From an optimization exercise on the open Yosys and OpenROAD flow, aimed at small area, a short achievable clock period and few clock cycles; shortcuts taken in it are not production practice. Function was not checked in any run shown here: the RTL went through the layout flow alone.

==> flow/design.v, too long to show whole: its modules and the start of the top module <==
// module milestone: 939 lines
// module fa3: 4 lines
// module ha2: 4 lines
module milestone(
	input logic Clock,
	input logic resetn,
	input logic [15:0] SRAM_read_data,
	input logic m1start,
	output logic [17:0] SRAM_address,
	output logic [15:0] SRAM_write_data,
	output logic SRAM_we_n,
	output logic m1end);
  // ...
==> flow/flow/run.sh <==
#!/bin/bash
# The standard layout (the standard.sh), with ORFS's repair_timing asked
# to leave more setup slack (SETUP_SLACK_MARGIN) than the clock period needs.
# The design is still laid out and signed off at the design's clock period.
set -euo pipefail
MARGIN=${MARGIN:-9}
sed "s/\"\\\${@:-finish}\"/SETUP_SLACK_MARGIN=$MARGIN \"\${@:-finish}\"/" standard.sh > standard_margin.sh
grep -q "SETUP_SLACK_MARGIN=$MARGIN" standard_margin.sh
bash standard_margin.sh > flow_make.log 2>&1
==> flow/standard.sh <==
#!/bin/bash
# synth_recipe.tcl (not shown) runs the flow's synth.tcl, then flattens the netlist and writes it again
# the make line also repeats each setting of config.mk as NAME=value (left out here)
make -C /OpenROAD-flow-scripts/flow DESIGN_CONFIG=/design/flow/config.mk WORK_HOME=/design/flow/orfs CLKGATE_MAP_FILE= SYNTH_SCRIPT=/design/flow/synth_recipe.tcl "${@:-finish}"
==> flow/config.mk <==
export PLATFORM = sky130hd
export DESIGN_NAME = milestone
export DESIGN_NICKNAME = milestone
export VERILOG_FILES = /design/flow/design.v
export SDC_FILE = /design/flow/constraint.sdc
export NUM_CORES = 4
export LEC_CHECK = 0
export CAP_MARGIN = 20
export CORE_MARGIN = 2
export CORE_UTILIZATION = 55
export SLEW_MARGIN = 20
export SYNTH_HIERARCHICAL = 1
==> flow/constraint.sdc <==
create_clock -name core_clock -period 13.0 [get_ports {Clock}]
set_input_delay 2.6000 -clock core_clock [delete_from_list [all_inputs] [get_ports {Clock}]]
set_output_delay 2.6000 -clock core_clock [all_outputs]
set_load 0.01 [all_outputs]
==> out/summary.md, run 1 <==
The die covers 48300 sq um. For the final hold violation count, the log shows 0. The layout has 3672 filler cells. For the count of antenna-violating nets left after detailed routing, the log shows 0.

The register with the most flip-flops in the layout has 64 of them. Summing the areas of all xor and xnor instances in the mapped netlist gives 3.49% of the synthesized area. The share of flip-flops with an asynchronous set or reset after synthesis is 0.735%. Number of standard cells in the final layout excluding fillers: 2929. The element type at the critical path end was a flop.

The tightest min-delay check is of the reg2reg type. The net count of the finished layout is 2765. Counting tap cells, the placed design contains a total of 2790 instances. The worst-case clock skew is 0.0156 ns, and the final critical-path setup slack is 8.92 ns. Yosys attributes the largest share of cell area to sky130_fd_sc_hd__edfxtp_1, sky130_fd_sc_hd__fa_1, sky130_fd_sc_hd__dfxtp_1.

Terminus of the critical flop-to-flop path: vo[8]. The logs give 607 for the count of inserted tapcells and 0 for the total inserted antenna cells. In this run the number of H-tree levels came out at 2.

Broken down by cell family, the worst path's largest delay share belongs to adder cells. The critical path required time is 13.33 ns, and the post-route fraction of the period consumed by the critical path is 31.4%. The number of vias per cell after detailed routing works out to 5.66. During I/O placement, the number of pins put on the boundary was 55. The routed wire length came out at 61100 um.

The share of synthesized area spent on multiplexers came out at 4.93%. The routed design uses 3150 um of met3 wire. In the final design, more cell area goes to multi-input combinational cells than to any other class. By count the netlist is led by sky130_fd_sc_hd__inv_1, sky130_fd_sc_hd__fa_1, sky130_fd_sc_hd__ha_1.

The post-route DRC violation count was 0. The layer flagged by global routing as most heavily used is met2. Adder-cell share of the synthesized area: 29.5%.

The run finished with no timing, DRC or antenna violations. The tools report the type of origin of the critical path as a flop. The maximum number of buffers from clock root to sink is 3.

In this run, synthesis produced a sequential element count of 408. TritonCTS built the clock tree.
==> inputs of run 2 (changes only) <==
--- a/flow/design.v
+++ b/flow/design.v
@@ -40,184 +40,177 @@
 	t0 = e0 ? f[2] : (e1 ? f[1] : f[0]);
 	t1 = e0 ? f[2] : f[1];
 	t2 = f[2];
 	t3 = e159 ? f[2] : f[3];
 	t4 = e159 ? f[2] : (e158 ? f[3] : f[4]);
 	t5 = e159 ? f[2] : (e158 ? f[3] : (e157 ? f[4] : f[5]));
 end
 logic [8:0] fa, fb, fc;      
-always_ff @(posedge Clock) begin
+always_ff @(posedge Clock) begin   
 	fa <= {1'b0, t0} + {1'b0, t5};
 	fb <= {1'b0, t1} + {1'b0, t4};
-	fc <= {1'b0, t2} + {1'b0, t3};
+	fc <= {1'b0, t2} + {1'b0, t3} + 9'd1;
 end
 logic [17:0] fsum;
-wire f_1_s, f_1_c;
-ha2 u_f_1 (.a(fa[8]), .b(fa[6]), .s(f_1_s), .co(f_1_c));
-wire f_2_s, f_2_c;
-ha2 u_f_2 (.a(fa[5]), .b(fa[3]), .s(f_2_s), .co(f_2_c));
-wire f_3 = fb[4] ^ fb[0];
-wire f_4 = fb[4] & fb[0];
+wire f_1 = fb[3] ^ fc[5];
+wire f_2 = fb[3] & fc[5];
+wire f_3_s, f_3_c;
+fa3 u_f_3 (.a(fa[6]), .b(fa[4]), .c(fa[2]), .s(f_3_s), .co(f_3_c));
+wire f_4_s, f_4_c;
+ha2 u_f_4 (.a(fb[2]), .b(fc[1]), .s(f_4_s), .co(f_4_c));
 wire f_5_s, f_5_c;
-fa3 u_f_5 (.a(fa[6]), .b(fa[4]), .c(fa[2]), .s(f_5_s), .co(f_5_c));
+fa3 u_f_5 (.a(fa[7]), .b(fa[5]), .c(fa[3]), .s(f_5_s), .co(f_5_c));
 wire f_6_s, f_6_c;
-fa3 u_f_6 (.a(fa[5]), .b(fa[3]), .c(fb[3]), .s(f_6_s), .co(f_6_c));
+fa3 u_f_6 (.a(fb[5]), .b(fb[1]), .c(fc[7]), .s(f_6_s), .co(f_6_c));
 wire f_7_s, f_7_c;
-fa3 u_f_7 (.a(fa[7]), .b(fb[5]), .c(fb[1]), .s(f_7_s), .co(f_7_c));
+ha2 u_f_7 (.a(fb[3]), .b(fc[2]), .s(f_7_s), .co(f_7_c));
 wire f_8_s, f_8_c;
-ha2 u_f_8 (.a(fc[2]), .b(fc[0]), .s(f_8_s), .co(f_8_c));
+fa3 u_f_8 (.a(fa[8]), .b(fa[6]), .c(fa[4]), .s(f_8_s), .co(f_8_c));
 wire f_9_s, f_9_c;
-fa3 u_f_9 (.a(fa[7]), .b(f_1_s), .c(fa[4]), .s(f_9_s), .co(f_9_c));
+fa3 u_f_9 (.a(fb[6]), .b(fb[2]), .c(fc[8]), .s(f_9_s), .co(f_9_c));
 wire f_10_s, f_10_c;
-fa3 u_f_10 (.a(fb[6]), .b(fb[2]), .c(fc[8]), .s(f_10_s), .co(f_10_c));
-wire f_11_s, f_11_c;
-fa3 u_f_11 (.a(fb[4]), .b(fc[3]), .c(fc[1]), .s(f_11_s), .co(f_11_c));
-wire f_12 = fb[7] ^ fb[3];
-wire f_13 = fb[7] & fb[3];
+fa3 u_f_10 (.a(fb[4]), .b(fc[3]), .c(fc[1]), .s(f_10_s), .co(f_10_c));
+wire f_11 = fb[7] ^ fb[3];
+wire f_12 = fb[7] & fb[3];
+wire f_13_s, f_13_c;
+fa3 u_f_13 (.a(fa[7]), .b(fa[5]), .c(fb[5]), .s(f_13_s), .co(f_13_c));
 wire f_14_s, f_14_c;
-fa3 u_f_14 (.a(f_1_c), .b(fa[7]), .c(fa[5]), .s(f_14_s), .co(f_14_c));
-wire f_15_s, f_15_c;
-fa3 u_f_15 (.a(fb[5]), .b(fc[4]), .c(fc[2]), .s(f_15_s), .co(f_15_c));
-wire f_16 = fb[8] ^ fb[4];
-wire f_17 = fb[8] & fb[4];
+ha2 u_f_14 (.a(fc[4]), .b(fc[2]), .s(f_14_s), .co(f_14_c));
+wire f_15 = fb[8] ^ fb[4];
+wire f_16 = fb[8] & fb[4];
+wire f_17_s, f_17_c;
+fa3 u_f_17 (.a(fa[8]), .b(fa[6]), .c(fb[6]), .s(f_17_s), .co(f_17_c));
 wire f_18_s, f_18_c;
-fa3 u_f_18 (.a(fa[8]), .b(fa[6]), .c(fb[6]), .s(f_18_s), .co(f_18_c));
+ha2 u_f_18 (.a(fc[5]), .b(fc[3]), .s(f_18_s), .co(f_18_c));
 wire f_19_s, f_19_c;
-ha2 u_f_19 (.a(fc[5]), .b(fc[3]), .s(f_19_s), .co(f_19_c));
+fa3 u_f_19 (.a(fa[7]), .b(fb[7]), .c(fc[6]), .s(f_19_s), .co(f_19_c));
 wire f_20_s, f_20_c;
-fa3 u_f_20 (.a(fa[7]), .b(fb[7]), .c(fc[6]), .s(f_20_s), .co(f_20_c));
+ha2 u_f_20 (.a(fa[3]), .b(fa[1]), .s(f_20_s), .co(f_20_c));
 wire f_21_s, f_21_c;
-ha2 u_f_21 (.a(fa[3]), .b(fa[1]), .s(f_21_s), .co(f_21_c));
-wire f_22_s, f_22_c;
-fa3 u_f_22 (.a(fa[4]), .b(fa[2]), .c(fa[0]), .s(f_22_s), .co(f_22_c));
-wire f_23 = fb[2] ^ fc[4];
-wire f_24 = fb[2] | fc[4];
-wire f_25_s, f_25_c;
-fa3 u_f_25 (.a(f_2_s), .b(fa[1]), .c(fb[1]), .s(f_25_s), .co(f_25_c));
-wire f_26 = ~fc[0];
+fa3 u_f_21 (.a(fa[4]), .b(fa[2]), .c(fa[0]), .s(f_21_s), .co(f_21_c));
+wire f_22 = fb[2] ^ fc[4];
+wire f_23 = fb[2] | fc[4];
+wire f_24_s, f_24_c;
+fa3 u_f_24 (.a(fa[5]), .b(fa[3]), .c(fa[1]), .s(f_24_s), .co(f_24_c));
+wire f_25 = ~f_1;
+wire f_26_s, f_26_c;
+fa3 u_f_26 (.a(fb[1]), .b(fc[0]), .c(f_25), .s(f_26_s), .co(f_26_c));
 wire f_27_s, f_27_c;
-fa3 u_f_27 (.a(fb[3]), .b(fc[5]), .c(f_26), .s(f_27_s), .co(f_27_c));
-wire f_28_s, f_28_c;
-fa3 u_f_28 (.a(f_2_c), .b(f_5_s), .c(fb[2]), .s(f_28_s), .co(f_28_c));
-wire f_29 = ~fc[1];
+fa3 u_f_27 (.a(f_2), .b(fb[4]), .c(fb[0]), .s(f_27_s), .co(f_27_c));
+wire f_28 = ~fc[6];
+wire f_29_s, f_29_c;
+fa3 u_f_29 (.a(f_3_s), .b(f_4_s), .c(f_28), .s(f_29_s), .co(f_29_c));
 wire f_30_s, f_30_c;
-fa3 u_f_30 (.a(f_3), .b(fc[6]), .c(f_29), .s(f_30_s), .co(f_30_c));
-wire f_31_s, f_31_c;
-fa3 u_f_31 (.a(f_4), .b(f_7_s), .c(fc[7]), .s(f_31_s), .co(f_31_c));
+fa3 u_f_30 (.a(f_3_c), .b(f_4_c), .c(f_5_s), .s(f_30_s), .co(f_30_c));
+wire f_31 = ~f_6_s;
 wire f_32_s, f_32_c;
-fa3 u_f_32 (.a(f_5_c), .b(f_6_s), .c(f_8_s), .s(f_32_s), .co(f_32_c));
+fa3 u_f_32 (.a(f_7_s), .b(fc[0]), .c(f_31), .s(f_32_s), .co(f_32_c));
 wire f_33_s, f_33_c;
-fa3 u_f_33 (.a(f_6_c), .b(f_8_c), .c(f_9_s), .s(f_33_s), .co(f_33_c));
-wire f_34 = ~f_11_s;
+fa3 u_f_33 (.a(f_5_c), .b(f_7_c), .c(f_8_s), .s(f_33_s), .co(f_33_c));
+wire f_34 = ~f_10_s;
 wire f_35_s, f_35_c;
-fa3 u_f_35 (.a(f_7_c), .b(f_10_s), .c(f_34), .s(f_35_s), .co(f_35_c));
+fa3 u_f_35 (.a(f_6_c), .b(f_9_s), .c(f_34), .s(f_35_s), .co(f_35_c));
 wire f_36_s, f_36_c;
-fa3 u_f_36 (.a(f_9_c), .b(f_11_c), .c(f_14_s), .s(f_36_s), .co(f_36_c));
-wire f_37 = ~f_15_s;
+fa3 u_f_36 (.a(f_8_c), .b(f_10_c), .c(f_13_s), .s(f_36_s), .co(f_36_c));
+wire f_37 = ~f_14_s;
 wire f_38_s, f_38_c;
-fa3 u_f_38 (.a(f_10_c), .b(f_12), .c(f_37), .s(f_38_s), .co(f_38_c));
+fa3 u_f_38 (.a(f_9_c), .b(f_11), .c(f_37), .s(f_38_s), .co(f_38_c));
 wire f_39_s, f_39_c;
-fa3 u_f_39 (.a(f_14_c), .b(f_15_c), .c(f_18_s), .s(f_39_s), .co(f_39_c));
-wire f_40 = ~f_19_s;
+fa3 u_f_39 (.a(f_13_c), .b(f_14_c), .c(f_17_s), .s(f_39_s), .co(f_39_c));
+wire f_40 = ~f_18_s;
 wire f_41_s, f_41_c;
-fa3 u_f_41 (.a(f_13), .b(f_16), .c(f_40), .s(f_41_s), .co(f_41_c));
+fa3 u_f_41 (.a(f_12), .b(f_15), .c(f_40), .s(f_41_s), .co(f_41_c));
 wire f_42_s, f_42_c;
-fa3 u_f_42 (.a(f_18_c), .b(f_19_c), .c(f_20_s), .s(f_42_s), .co(f_42_c));
+fa3 u_f_42 (.a(f_17_c), .b(f_18_c), .c(f_19_s), .s(f_42_s), .co(f_42_c));
 wire f_43 = ~fc[4];
 wire f_44_s, f_44_c;
-fa3 u_f_44 (.a(f_17), .b(fb[5]), .c(f_43), .s(f_44_s), .co(f_44_c));
+fa3 u_f_44 (.a(f_16), .b(fb[5]), .c(f_43), .s(f_44_s), .co(f_44_c));
 wire f_45_s, f_45_c;
-fa3 u_f_45 (.a(f_20_c), .b(fb[8]), .c(fc[7]), .s(f_45_s), .co(f_45_c));
+fa3 u_f_45 (.a(f_19_c), .b(fb[8]), .c(fc[7]), .s(f_45_s), .co(f_45_c));
 wire f_46 = ~fc[5];
 wire f_47_s, f_47_c;
 fa3 u_f_47 (.a(fa[8]), .b(fb[6]), .c(f_46), .s(f_47_s), .co(f_47_c));
 wire f_48 = fa[8] ^ fc[8];
 wire f_49 = fa[8] | fc[8];
 wire f_50 = fc[6] ^ fb[7];
 wire f_51 = fc[6] & ~fb[7];
 wire f_52 = fa[2] ^ fb[0];
 wire f_53 = fa[2] | fb[0];
 wire f_54 = ~fb[1];
 wire f_55_s, f_55_c;
-fa3 u_f_55 (.a(fa[2]), .b(f_21_s), .c(f_54), .s(f_55_s), .co(f_55_c));
+fa3 u_f_55 (.a(fa[2]), .b(f_20_s), .c(f_54), .s(f_55_s), .co(f_55_c));
 wire f_56_s, f_56_c;
-fa3 u_f_56 (.a(f_21_c), .b(f_22_s), .c(f_23), .s(f_56_s), .co(f_56_c));
-wire f_57 = ~f_24;
+fa3 u_f_56 (.a(f_20_c), .b(f_21_s), .c(f_22), .s(f_56_s), .co(f_56_c));
+wire f_57_s, f_57_c;
+fa3 u_f_57 (.a(f_21_c), .b(f_24_s), .c(f_26_s), .s(f_57_s), .co(f_57_c));
 wire f_58_s, f_58_c;
-fa3 u_f_58 (.a(f_22_c), .b(f_25_s), .c(f_57), .s(f_58_s), .co(f_58_c));
-wire f_59 = ~f_27_c;
+fa3 u_f_58 (.a(f_24_c), .b(f_26_c), .c(f_29_s), .s(f_58_s), .co(f_58_c));
+wire f_59_s, f_59_c;
+fa3 u_f_59 (.a(f_29_c), .b(f_30_s), .c(f_32_s), .s(f_59_s), .co(f_59_c));
 wire f_60_s, f_60_c;
-fa3 u_f_60 (.a(f_25_c), .b(f_28_s), .c(f_59), .s(f_60_s), .co(f_60_c));
-wire f_61 = ~f_30_c;
+fa3 u_f_60 (.a(f_30_c), .b(f_32_c), .c(f_33_s), .s(f_60_s), .co(f_60_c));
+wire f_61 = ~f_35_c;
 wire f_62_s, f_62_c;
-fa3 u_f_62 (.a(f_28_c), .b(f_32_s), .c(f_61), .s(f_62_s), .co(f_62_c));
-wire f_63 = ~f_31_c;
+fa3 u_f_62 (.a(f_33_c), .b(f_36_s), .c(f_61), .s(f_62_s), .co(f_62_c));
+wire f_63 = ~f_38_c;
 wire f_64_s, f_64_c;
-fa3 u_f_64 (.a(f_32_c), .b(f_33_s), .c(f_63), .s(f_64_s), .co(f_64_c));
-wire f_65 = ~f_35_c;
+fa3 u_f_64 (.a(f_36_c), .b(f_39_s), .c(f_63), .s(f_64_s), .co(f_64_c));
+wire f_65 = ~f_41_c;
 wire f_66_s, f_66_c;
-fa3 u_f_66 (.a(f_33_c), .b(f_36_s), .c(f_65), .s(f_66_s), .co(f_66_c));
-wire f_67 = ~f_38_c;
+fa3 u_f_66 (.a(f_39_c), .b(f_42_s), .c(f_65), .s(f_66_s), .co(f_66_c));
+wire f_67 = ~f_44_c;
 wire f_68_s, f_68_c;
-fa3 u_f_68 (.a(f_36_c), .b(f_39_s), .c(f_67), .s(f_68_s), .co(f_68_c));
-wire f_69 = ~f_41_c;
+fa3 u_f_68 (.a(f_42_c), .b(f_45_s), .c(f_67), .s(f_68_s), .co(f_68_c));
+wire f_69_s, f_69_c;
+fa3 u_f_69 (.a(f_47_c), .b(f_48), .c(f_50), .s(f_69_s), .co(f_69_c));
 wire f_70_s, f_70_c;
-fa3 u_f_70 (.a(f_39_c), .b(f_42_s), .c(f_69), .s(f_70_s), .co(f_70_c));
-wire f_71 = ~f_44_c;
+fa3 u_f_70 (.a(f_49), .b(f_51), .c(fb[8]), .s(f_70_s), .co(f_70_c));
+wire f_71 = ~fc[2];
 wire f_72_s, f_72_c;
-fa3 u_f_72 (.a(f_42_c), .b(f_45_s), .c(f_71), .s(f_72_s), .co(f_72_c));
-wire f_73_s, f_73_c;
-fa3 u_f_73 (.a(f_47_c), .b(f_48), .c(f_50), .s(f_73_s), .co(f_73_c));
+fa3 u_f_72 (.a(f_52), .b(fa[0]), .c(f_71), .s(f_72_s), .co(f_72_c));
+wire f_73 = ~f_55_s;
 wire f_74_s, f_74_c;
-fa3 u_f_74 (.a(f_49), .b(f_51), .c(fb[8]), .s(f_74_s), .co(f_74_c));
-wire f_75 = fa[1] ^ fc[1];
-wire f_76 = fa[1] & ~fc[1];
-wire f_77 = ~fc[2];
-wire f_78_s, f_78_c;
-fa3 u_f_78 (.a(f_52), .b(fa[0]), .c(f_77), .s(f_78_s), .co(f_78_c));
-wire f_79 = ~f_55_s;
-wire f_80_s, f_80_c;
-fa3 u_f_80 (.a(f_53), .b(fc[3]), .c(f_79), .s(f_80_s), .co(f_80_c));
+fa3 u_f_74 (.a(f_53), .b(fc[3]), .c(f_73), .s(f_74_s), .co(f_74_c));
+wire f_75_s, f_75_c;
+fa3 u_f_75 (.a(f_55_c), .b(f_56_s), .c(fb[0]), .s(f_75_s), .co(f_75_c));
+wire f_76 = ~f_23;
+wire f_77_s, f_77_c;
+fa3 u_f_77 (.a(f_56_c), .b(f_57_s), .c(f_76), .s(f_77_s), .co(f_77_c));
+wire f_78 = ~f_27_s;
+wire f_79_s, f_79_c;
+fa3 u_f_79 (.a(f_57_c), .b(f_58_s), .c(f_78), .s(f_79_s), .co(f_79_c));
+wire f_80 = ~f_27_c;
 wire f_81_s, f_81_c;
-fa3 u_f_81 (.a(f_55_c), .b(f_56_s), .c(fb[0]), .s(f_81_s), .co(f_81_c));
-wire f_82 = ~f_27_s;
+fa3 u_f_81 (.a(f_58_c), .b(f_59_s), .c(f_80), .s(f_81_s), .co(f_81_c));
+wire f_82 = ~f_35_s;
 wire f_83_s, f_83_c;
-fa3 u_f_83 (.a(f_56_c), .b(f_58_s), .c(f_82), .s(f_83_s), .co(f_83_c));
-wire f_84 = ~f_30_s;
+fa3 u_f_83 (.a(f_59_c), .b(f_60_s), .c(f_82), .s(f_83_s), .co(f_83_c));
+wire f_84 = ~f_38_s;
 wire f_85_s, f_85_c;
-fa3 u_f_85 (.a(f_58_c), .b(f_60_s), .c(f_84), .s(f_85_s), .co(f_85_c));
-wire f_86 = ~f_31_s;
+fa3 u_f_85 (.a(f_60_c), .b(f_62_s), .c(f_84), .s(f_85_s), .co(f_85_c));
+wire f_86 = ~f_41_s;
 wire f_87_s, f_87_c;
-fa3 u_f_87 (.a(f_60_c), .b(f_62_s), .c(f_86), .s(f_87_s), .co(f_87_c));
-wire f_88 = ~f_35_s;
+fa3 u_f_87 (.a(f_62_c), .b(f_64_s), .c(f_86), .s(f_87_s), .co(f_87_c));
+wire f_88 = ~f_44_s;
 wire f_89_s, f_89_c;
-fa3 u_f_89 (.a(f_62_c), .b(f_64_s), .c(f_88), .s(f_89_s), .co(f_89_c));
-wire f_90 = ~f_38_s;
+fa3 u_f_89 (.a(f_64_c), .b(f_66_s), .c(f_88), .s(f_89_s), .co(f_89_c));
+wire f_90 = ~f_47_s;
 wire f_91_s, f_91_c;
-fa3 u_f_91 (.a(f_64_c), .b(f_66_s), .c(f_90), .s(f_91_s), .co(f_91_c));
-wire f_92 = ~f_41_s;
+fa3 u_f_91 (.a(f_66_c), .b(f_68_s), .c(f_90), .s(f_91_s), .co(f_91_c));
+wire f_92 = ~f_69_s;
 wire f_93_s, f_93_c;
-fa3 u_f_93 (.a(f_66_c), .b(f_68_s), .c(f_92), .s(f_93_s), .co(f_93_c));
-wire f_94 = ~f_44_s;
+fa3 u_f_93 (.a(f_68_c), .b(f_45_c), .c(f_92), .s(f_93_s), .co(f_93_c));
+wire f_94 = ~f_69_c;
 wire f_95_s, f_95_c;
-fa3 u_f_95 (.a(f_68_c), .b(f_70_s), .c(f_94), .s(f_95_s), .co(f_95_c));
-wire f_96 = ~f_47_s;
+fa3 u_f_95 (.a(f_70_s), .b(fc[7]), .c(f_94), .s(f_95_s), .co(f_95_c));
+wire f_96 = ~fb[8];
 wire f_97_s, f_97_c;
-fa3 u_f_97 (.a(f_70_c), .b(f_72_s), .c(f_96), .s(f_97_s), .co(f_97_c));
-wire f_98 = ~f_73_s;
-wire f_99_s, f_99_c;
-fa3 u_f_99 (.a(f_72_c), .b(f_45_c), .c(f_98), .s(f_99_s), .co(f_99_c));
-wire f_100 = ~f_73_c;
-wire f_101_s, f_101_c;
-fa3 u_f_101 (.a(f_74_s), .b(fc[7]), .c(f_100), .s(f_101_s), .co(f_101_c));
-wire f_102 = ~fb[8];
-wire f_103_s, f_103_c;
-fa3 u_f_103 (.a(f_74_c), .b(fc[8]), .c(f_102), .s(f_103_s), .co(f_103_c));
-assign fsum = {1'b0, f_103_c, f_101_c, f_99_c, f_97_c, f_95_c, f_93_c, f_91_c, f_89_c, f_87_c, f_85_c, f_83_c, f_81_c, ~f_80_c, f_78_c, f_76, fa[0], ~fa[0]} + {1'b0, 1'b0, f_103_s, f_101_s, f_99_s, f_97_s, f_95_s, f_93_s, f_91_s, f_89_s, f_87_s, f_85_s, f_83_s, f_81_s, ~f_80_s, f_78_s, ~f_75, ~fc[0]};
+fa3 u_f_97 (.a(f_70_c), .b(fc[8]), .c(f_96), .s(f_97_s), .co(f_97_c));
+assign fsum = {1'b0, f_97_c, f_95_c, f_93_c, f_91_c, f_89_c, f_87_c, f_85_c, f_83_c, f_81_c, f_79_c, f_77_c, f_75_c, ~f_74_c, f_72_c, fa[1], ~fa[1], fa[0]} + {1'b0, 1'b0, f_97_s, f_95_s, f_93_s, f_91_s, f_89_s, f_87_s, f_85_s, f_83_s, f_81_s, f_79_s, f_77_s, f_75_s, ~f_74_s, f_72_s, ~fc[1], ~fc[0]};
 logic [9:0] uo, vo;
 logic       uq, vq;
 always_ff @(posedge Clock) begin
 	uo <= fsum[17:8];            
 	uq <= ~(fsum[17] | fsum[16]);
 	if (ph[3]) begin
 		vo <= fsum[17:8];
 		vq <= ~(fsum[17] | fsum[16]);
==> out/summary.md, run 2 <==
The first-pass GRT wire length was 92500 um; the number of antenna violations at the first check in global routing was 0. For the count of antenna-violating nets left after detailed routing, the log shows 0 (unchanged). Worst-case clock skew: 0.0177 ns (+0.00213 ns). The share of flip-flops with an asynchronous set or reset after synthesis was 0.735% (unchanged); the port buffer count was 54. The run finished with no timing, DRC or antenna violations. The proportion of layout cells with a drive suffix above 1 works out to 11.9%. Area of the placeable core: 45500 sq um. Post-route fraction of the period consumed by the critical path: 34.0% (+2.6 points). The tools report the final critical-path setup slack as 8.58 ns (-0.340 ns). Of the total synthesized cell area, the portion taken by AND, OR, NAND and NOR gates is 7.91%. Half-perimeter wire length after detailed placement: 44700 um. Ranked by instance count, the synthesized netlist is headed by sky130_fd_sc_hd__inv_1, sky130_fd_sc_hd__fa_1, sky130_fd_sc_hd__ha_1.

The average instance in the mapped netlist occupies 11.9 sq um. The area added between synthesis and finish came out at 13.1%. For the I/O pin count, the log shows 55 (unchanged). The adder-cell share of the synthesized area was 29.5% (+0.037 points); the number of enable flip-flop cells after synthesis was 200. The number of logic stages on the critical path including buffering was 14. The unique cell type count in the Yosys netlist was 75.

The highest attainable clock frequency was 0.226 GHz; the number of global-route vias before repair was 16700. The element type at the critical path end was a flop. The number of synthesized register bits is 408 (unchanged), and the final layout net count is 2737 (-1.0%). Most common cell in the netlist: sky130_fd_sc_hd__inv_1.

The netlist area before placement came out at 25400 sq um. In the layout the commonest cells are sky130_fd_sc_hd__inv_1, sky130_fd_sc_hd__fa_1, sky130_fd_sc_hd__ha_1. The cell taking the most area after synthesis was sky130_fd_sc_hd__edfxtp_1. The instance count along the most critical hold path works out to 0. The critical path ends at vo[8].

Summing the sequential cell areas from Yosys gives 40.0% of the chip area. For the layout filler cell count, the log shows 3658 (-0.38%). Reg-to-reg startpoint: fb[5]. For the worst flop-to-flop path, the logic depth is 14. After synthesis, the cell types taking the most area are sky130_fd_sc_hd__edfxtp_1, sky130_fd_sc_hd__fa_1, sky130_fd_sc_hd__dfxtp_1. The register with the most flip-flops was wv.

Dominant combinational cell family by area after synthesis: adder cells. The final hold violation count is 0 (unchanged). The class of the worst hold path is reg2reg.

The share of the synthesized area in compound gates (AO/OA/AOI/OAI) is 10.0%. For the worst reg-to-reg setup slack, the log shows 8.58 ns. After synthesis, the largest area contributor takes up 23.6% of total cell area.

The run gives 0 (unchanged) as the total inserted antenna cells. For the critical path required time, the log shows 13.32 ns (about the same). The dominant register cell in the synthesized netlist is sky130_fd_sc_hd__dfxtp_1. The pre-antenna-repair detailed-routing pass consisted of 5 iterations. The die is 219 um wide. The cell with the biggest individual delay on the critical path was sky130_fd_sc_hd__fa_1. The relative max-transition margin came out at 32.5%. The count of final setup violators was 0; the post-route DRC violation count was 0 (unchanged). The tools report the routed wire length as 58500 um (-4.2%).

Clock-pin slew was measured on the worst setup and hold paths at 0.06 ns. Total congestion overflow after global routing: 0. The root buffer cell chosen for the clock tree is sky130_fd_sc_hd__clkbuf_16. Entering global routing, the biggest net connects 62 pins. TritonCTS built the clock tree.

The latest clock arrival within the worst-skew pair is 0.58 ns. The die footprint is 48000 sq um (-0.55%), and the worst stage delay on the critical path is 0.54 ns. For the number of instances in the synthesized netlist, the log shows 2137. By instance count, the cell type seen most on the critical path is sky130_fd_sc_hd__fa_1. The detailed router placed 16000 vias in this run.

The largest registers in the layout are wv: 64 flops, wu: 56 flops, cy: 23 flops. After layout, the minimum clock period comes to 4.42 ns. The run gives 0 as the reported max-cap violation count.

The run gives 78 as the number of placement rows. The DRC marker count from the first detailed-route iteration was 844. At the pin with the least slew margin, the transition time is 1.00 ns.

Share of synthesized area spent on multiplexers: 4.49% (-0.44 points). The xor and xnor area share after synthesis came out at 3.61% (+0.12 points). The critical path goes through fa_1, inv_1, fa_1, fa_1, fa_1, ha_4, and4_4, and3_4, a221oi_4, a2111oi_4, o21a_1, o21ai_4, a211oi_4, xor2_1. In this design, the largest share of critical-path delay is due to adder cells. The tools report the terminus of the critical flop-to-flop path as vo[8].

The number of sinks driven by the clock tree was 408; the post-detailed-route wirelength per cell was 20.2 um. Across every metal layer, demand over resource in global routing totals 25.4%. The number of clock buffers inserted by TritonCTS is 45, and the number of vias per cell after detailed routing is 5.51 (-2.6%). The tools report the type of origin of the critical path as a flop.

The maximum net fanout on the critical path was 3. Setup repair after global routing could not meet its margin everywhere. The flip-flop count of the largest register after layout is 64 (unchanged). Buffers plus inverters on the worst setup path: 1. The type of the worst setup path was reg2reg. Most common cell after layout, fill and taps aside: sky130_fd_sc_hd__inv_1. The maximum level of the CTS H-tree is 2 (unchanged), and the effective utilization at floorplan is 55.9%. The run gives 10 as the yosys synthesis warning count.

The data arrival time at the worst-slack endpoint was 4.74 ns. The die height is 219 um, and the routability congestion estimate from global placement is 0.892. The maximum number of buffers from clock root to sink is 3 (unchanged).

Prior to clock tree synthesis, the placed netlist has a worst setup slack of 8.35 ns. After routing, the total negative slack on setup checks comes to 0 ns. Number of max-slew violations in the final report: 0. Startpoint of the worst setup timing path: fb[5].
run 2: cell families (layout without fill, tap and decap cells):
kind of cell             count (synthesis)  after routing
AND/OR/NAND/NOR                        400            400
flip-flops                             408            408
XOR/XNOR                               104            104
AO/OA/AOI/OAI                          378            378
buffers and inverters                  290            448
adder cells (fa/ha/maj)                458            458
other                                    2              4
multiplexers                            97             97
run 2: layout make-up:
class	count	area [sq um]	area share (%)
clock buffers	66	1350	4.69
clock inverters	18	179	0.622
inverters	241	916	3.18
multi-input cells	1441	14300	49.7
flip-flops and latches	408	10200	35.5
well taps	600	751	2.61
repair buffers	123	1060	3.69
run 2: metrics by stage:
step,util [%],std cells,cell area [sq um],hold slack [ns]
2_1_floorplan,-,2139,25500,0.310
3_3_place_gp,58.6,2759,26700,0.327
3_5_place_dp,58.6,2759,26700,0.327
4_1_cts,62.7,2880,28500,0.341
5_1_grt,63.2,2897,28800,0.363
6_report,63.2,2897,28800,0.339
run 2: timing repair:
| item | 4_1_cts | 5_1_grt |
|---|---|---|
| endpoints found under the setup margin | 61 | 26 |
| pin swaps | 16 | 8 |
| gates resized for setup | 59 | 22 |
| buffers inserted | 37 | 17 |
| hold buffers | 0 | 0 |
run 2: per-module statistics from Yosys (local to each module, per instance):
module,cells inside,flops+latches,copies in the design
milestone,1873,408,1
fa3,1,0,230
ha2,1,0,34
run 2: layer usage:
| metal | global-route usage [%] | part of all wire [%] | up-vias |
|---|---|---|---|
| met5 | 0 | 0 | - |
| met1 | 32.3 | 43 | 7924 |
| met3 | 3.20 | 3.0 | 77 |
| met4 | 7.48 | 2.8 | 0 |
| li1 | - | - | 7691 |
| met2 | 45.3 | 51 | 278 |
run 2: worst min-delay path by stage:
| stage | start | to |
|---|---|---|
| after detailed placement | cqu | squ |
| after global routing | cqu | squ |
| after global placement | cqu | squ |
| after floorplan | b_cy[0] | bb[0] |
| final | cqu | squ |
| after CTS | cqu | squ |
==> inputs of run 3 (changes only) <==
--- a/flow/config.mk
+++ b/flow/config.mk
@@ -7,6 +7,6 @@
 export LEC_CHECK = 0
 export CAP_MARGIN = 20
 export CORE_MARGIN = 2
-export CORE_UTILIZATION = 55
+export CORE_UTILIZATION = 70
 export SLEW_MARGIN = 20
 export SYNTH_HIERARCHICAL = 1
==> out/summary.md, run 3 <==
Setup repair after global routing could not meet its margin everywhere. The logs give 0.900 (+0.84%) for the routability congestion estimate from global placement and 42300 um (-5.4%) for the half-perimeter wire length after detailed placement. Number of antenna violations at the first check in global routing: 0 (unchanged). The tightest min-delay check is of the reg2reg type. TritonCTS built the clock tree.

The run gives 55 (unchanged) as the I/O pin count. The most common cell in the synthesized netlist is sky130_fd_sc_hd__inv_1. The share of Yosys cell area claimed by the top area cell type is 23.6% (unchanged). For the detailed-route via count, the log shows 16600 (+4.2%). The tree is rooted in a sky130_fd_sc_hd__clkbuf_16. The final hold violation count is 0 (unchanged). The post-route fraction of the period consumed by the critical path was 34.3% (+0.26 points); the total global routing track utilization was 31.9% (+6.5 points).

The logs give 0 (unchanged) for the count of final setup violators and 0.0183 ns (+0.000525 ns) for the worst-case clock skew. The unique cell type count in the Yosys netlist is 75 (unchanged). The run gives 35700 sq um (-22%) as the area of the placeable core.

The dominant register cell in the synthesized netlist is sky130_fd_sc_hd__dfxtp_1. The flip-flop and latch area is 10200 sq um (about the same). The number of sinks driven by the clock tree is 408 (unchanged).

The first-pass GRT wire length is 92700 um (+0.19%), and the proportion of layout cells with a drive suffix above 1 is 11.7% (-0.17 points). The kind of cell adding the most delay to the critical path is adder cells. The tools report the reported max-cap violation count as 0 (unchanged). Leaving out fill and tap cells, the most frequent cell in the layout is sky130_fd_sc_hd__inv_1. The netlist area before placement is 25400 sq um (unchanged). The cell with the biggest individual delay on the critical path was sky130_fd_sc_hd__fa_1.

By startpoint and endpoint, the worst setup path is classified as reg2reg. The clock transition time at the flip-flop clock pins of the worst setup and hold paths works out to 0.07 ns (about the same). The run finished with no timing, DRC or antenna violations. Sorting the synthesized cells by area gives the leading types as sky130_fd_sc_hd__edfxtp_1, sky130_fd_sc_hd__fa_1, sky130_fd_sc_hd__dfxtp_1. The worst-margin pin slew is 1.02 ns (+0.0158 ns).

The number of clock buffers inserted by TritonCTS came out at 44 (-2.2%). The tools report the aggregate negative setup slack as 0 ns (unchanged). The highest attainable clock frequency came out at 0.224 GHz (-0.75%). The cell repeated most along the worst path is sky130_fd_sc_hd__fa_1. The tools report the type of origin of the critical path as a flop. The number of global-route vias before repair was 17300 (+3.7%).

The routed wire length is 58500 um (about the same). Number of synthesized register bits: 408 (unchanged). The tools report the relative max-transition margin as 32.0% (-0.57 points). Summed over all instances, the cell type with the most area after synthesis is sky130_fd_sc_hd__edfxtp_1. The number of max-slew violations in the final report is 0 (unchanged).

Number of search-and-repair iterations in the first detailed-routing pass: 5 (unchanged). The flip-flop count of the largest register after layout is 64 (unchanged). The area growth from synthesis to layout is 12.3%. The worst stage delay on the critical path is 0.54 ns (about the same), and the final layout net count is 2729 (-0.29%). The worst setup path is captured at a flop. The largest registers in the layout are wv: 64 flops, wu: 56 flops, cy: 23 flops. The share of flip-flops with an asynchronous set or reset after synthesis is 0.735% (unchanged), and the post-placement cell area is 26500 sq um (-0.74%).

The buffers plus inverters on the worst setup path came out at 1 (unchanged). The run gives 0 (unchanged) as the number of buffers added to fix hold violations after cts. The worst register-to-register path ends at vo[9].

The run gives 2132 (-42%) as the layout filler cell count. The maximum level of the CTS H-tree is 2 (unchanged). In this run the critical register-to-register path is launched from fb[5]. The latest clock arrival within the worst-skew pair is 0.59 ns (about the same), and the port buffer count is 54 (unchanged). Width of the die: 195 um (-11%).

The effective utilization at floorplan is 71.4% (+15 points). Synthesized area divided by synthesized cell count: 11.9 sq um (unchanged). The number of vias per cell after detailed routing is 6.05 (+9.7%). The run gives 40.0% (unchanged) as the sequential fraction of the synthesis area. The library cells used most frequently in the layout, excluding fill and tap cells, are sky130_fd_sc_hd__inv_1, sky130_fd_sc_hd__fa_1, sky130_fd_sc_hd__ha_1.

The commonest cells after synthesis are sky130_fd_sc_hd__inv_1, sky130_fd_sc_hd__fa_1, sky130_fd_sc_hd__ha_1. The run gives 14300 sq um (+0.31%) as the multi-input combinational cell area. The final design instance area without fill was 28600 sq um (-0.70%); the data arrival time at the worst-slack endpoint was 4.79 ns (+0.05 ns). The post-route DRC violation count came out at 0 (unchanged).

The critical path required time is 13.33 ns (about the same). The DRC marker count from the first detailed-route iteration came out at 1272 (+51%). Register with the most flip-flops: wv. The final critical delay including setup and external delays is 4.46 ns (+0.0333 ns). The maximum net fanout on the critical path is 3 (unchanged). The run gives 0 (unchanged) as the count of antenna-violating nets left after detailed routing. The total congestion overflow after global routing was 0 (unchanged). Number of instances in the synthesized netlist: 2137 (unchanged).

The worst reg-to-reg setup slack is 8.54 ns (-0.03 ns). The length in cells of the worst reg-to-reg path was 14 (unchanged); the die footprint was 37900 sq um (-21%). The post-detailed-route wirelength per cell works out to 21.3 um (+5.4%). The tools report the startpoint of the worst setup timing path as fb[5].

The run gives 69 (-12%) as the number of placement rows. Traced cell by cell, the critical path runs through fa_1, inv_1, fa_1, fa_1, fa_1, ha_4, a21oi_1, o21ai_2, a221oi_4, a2111oi_4, o21a_1, o21ai_2, a211oi_2, and2_1. The die height came out at 195 um (-11%). For the pin count of the biggest net entering global routing, the log shows 83 (+34%).

The run gives 10 (unchanged) as the yosys synthesis warning count. The number of enable flip-flop cells after synthesis was 200 (unchanged); the maximum number of buffers from clock root to sink was 3 (unchanged). Number of logic stages on the critical path including buffering: 14 (unchanged). The critical path ends at vo[9].
run 3: cell count changes in the layout (fill, tap and decap cells not counted), sizes merged:
| cell | change |
|---|---|
| inv | +6 |
| clkbuf | -2 |
| clkinv | -5 |
| clkdlybuf4s15 | +1 |
| bufinv | +1 |
| diode | +1 |
| clkinvlp | -2 |
| buf | -8 |
run 3: worst register-to-register path: stages, from the launching register on:
cell                        delay (ns)
sky130_fd_sc_hd__dfxtp_4          0.35
sky130_fd_sc_hd__fa_1             0.52
sky130_fd_sc_hd__inv_1            0.05
sky130_fd_sc_hd__fa_1             0.49
sky130_fd_sc_hd__fa_1             0.44
sky130_fd_sc_hd__fa_1             0.54
sky130_fd_sc_hd__ha_4             0.21
sky130_fd_sc_hd__a21oi_1          0.18
sky130_fd_sc_hd__o21ai_2          0.12
sky130_fd_sc_hd__a221oi_4         0.41
sky130_fd_sc_hd__a2111oi_4        0.13
sky130_fd_sc_hd__o21a_1           0.24
sky130_fd_sc_hd__o21ai_2          0.20
sky130_fd_sc_hd__a211oi_2         0.12
sky130_fd_sc_hd__and2_1           0.19
run 3: cell families (layout without fill, tap and decap cells):
group | Yosys count | count (layout) | share of synthesized area (%)
XOR/XNOR | 104 | 104 | 3.61
flip-flops | 408 | 408 | 40.0
multiplexers | 97 | 97 | 4.49
adder cells (fa/ha/maj) | 458 | 458 | 29.5
other | 2 | 5 | 0.0295
buffers and inverters | 290 | 439 | 4.40
AO/OA/AOI/OAI | 378 | 378 | 10.0
AND/OR/NAND/NOR | 400 | 400 | 7.91
run 3: worst min path at each step:
| stage | cells after the start | end | startpoint |
|---|---|---|---|
| floorplan | 0 | bb[0] | b_cy[0] |
| global placement | 0 | bb[0] | b_cy[0] |
| detailed placement | 0 | bb[0] | b_cy[0] |
| CTS | 0 | bb[0] | b_cy[0] |
| global route | 0 | bb[0] | b_cy[0] |
| finish | 0 | bb[0] | b_cy[0] |
run 3: per-stage QoR:
| stage | hold WS, ns | std cells | setup WS (ns) | utilization [%] |
|---|---|---|---|---|
| 2_1_floorplan | 0.310 | 2139 | 8.74 | - |
| 3_3_place_gp | 0.333 | 2616 | 8.51 | 74.2 |
| 3_5_place_dp | 0.326 | 2616 | 8.41 | 74.2 |
| 4_1_cts | 0.349 | 2742 | 8.52 | 79.7 |
| 5_1_grt | 0.366 | 2749 | 8.39 | 80.1 |
| 6_report | 0.351 | 2750 | 8.54 | 80.1 |
run 3: cell type report:
type | count | share of cell area [%]
sequential | 408 | 35.8
clock buffer | 64 | 4.55
multi-input combinational | 1441 | 50.2
inverter | 241 | 3.17
tap | 461 | 2.02
antenna | 1 | 0.00876
clock inverter | 18 | 0.837
timing repair buffer | 116 | 3.46
run 3: layer usage:
layer	up-vias	part of all wire [%]	global-route usage (%)
met5	-	0	0
met4	0	2.8	10.1
met3	107	6.9	6.80
met2	567	47	51.8
met1	8307	43	43.3
li1	7656	-	-
run 3: what timing repair did:
| action | 4_1_cts | 5_1_grt |
|---|---|---|
| resized for setup | 62 | 22 |
| setup endpoints to repair | 63 | 23 |
| setup buffers | 44 | 7 |
| pin swaps | 14 | 19 |
run 3: Yosys stat by module, one instance, submodules excluded:
module,flops+latches,area (sq um),cells,times used
milestone,408,20400,1873,1
ha2,0,12.5,1,34
fa3,0,20.0,1,230

what the ideal ports hide:
The results above use ideal ports. As a check the final layouts listed here were re-extracted and re-timed, cells and wires unchanged.
Step 1 (the two cells are an assumption about what drives the block):
set clk [get_ports {Clock}]
set_driving_cell -lib_cell sky130_fd_sc_hd__clkbuf_16 $clk
set_driving_cell -lib_cell sky130_fd_sc_hd__buf_2 [delete_from_list [all_inputs] $clk]
Step 2 adds t to the input delays and takes it off the output delays; t is the mean of the earliest and latest rising clock arrival at the registers after step 1. Input paths then give back, and output paths get back, about the clock's delay inside the block.
Three values: ideal, step 1, step 2; two values: the first two.
run	shift t [ns]	setup slack, ns	hold WS [ns]
run 1	0.639	8.918 / 8.918 / 8.918	0.327 / 0.327 / 0.327
run 2	0.629	8.578 / 8.578 / 8.578	0.339 / 0.339 / 0.339
run 3	0.641	8.544 / 8.544 / 8.544	0.351 / 0.351 / 0.351
After both steps every run listed still meets setup and hold.
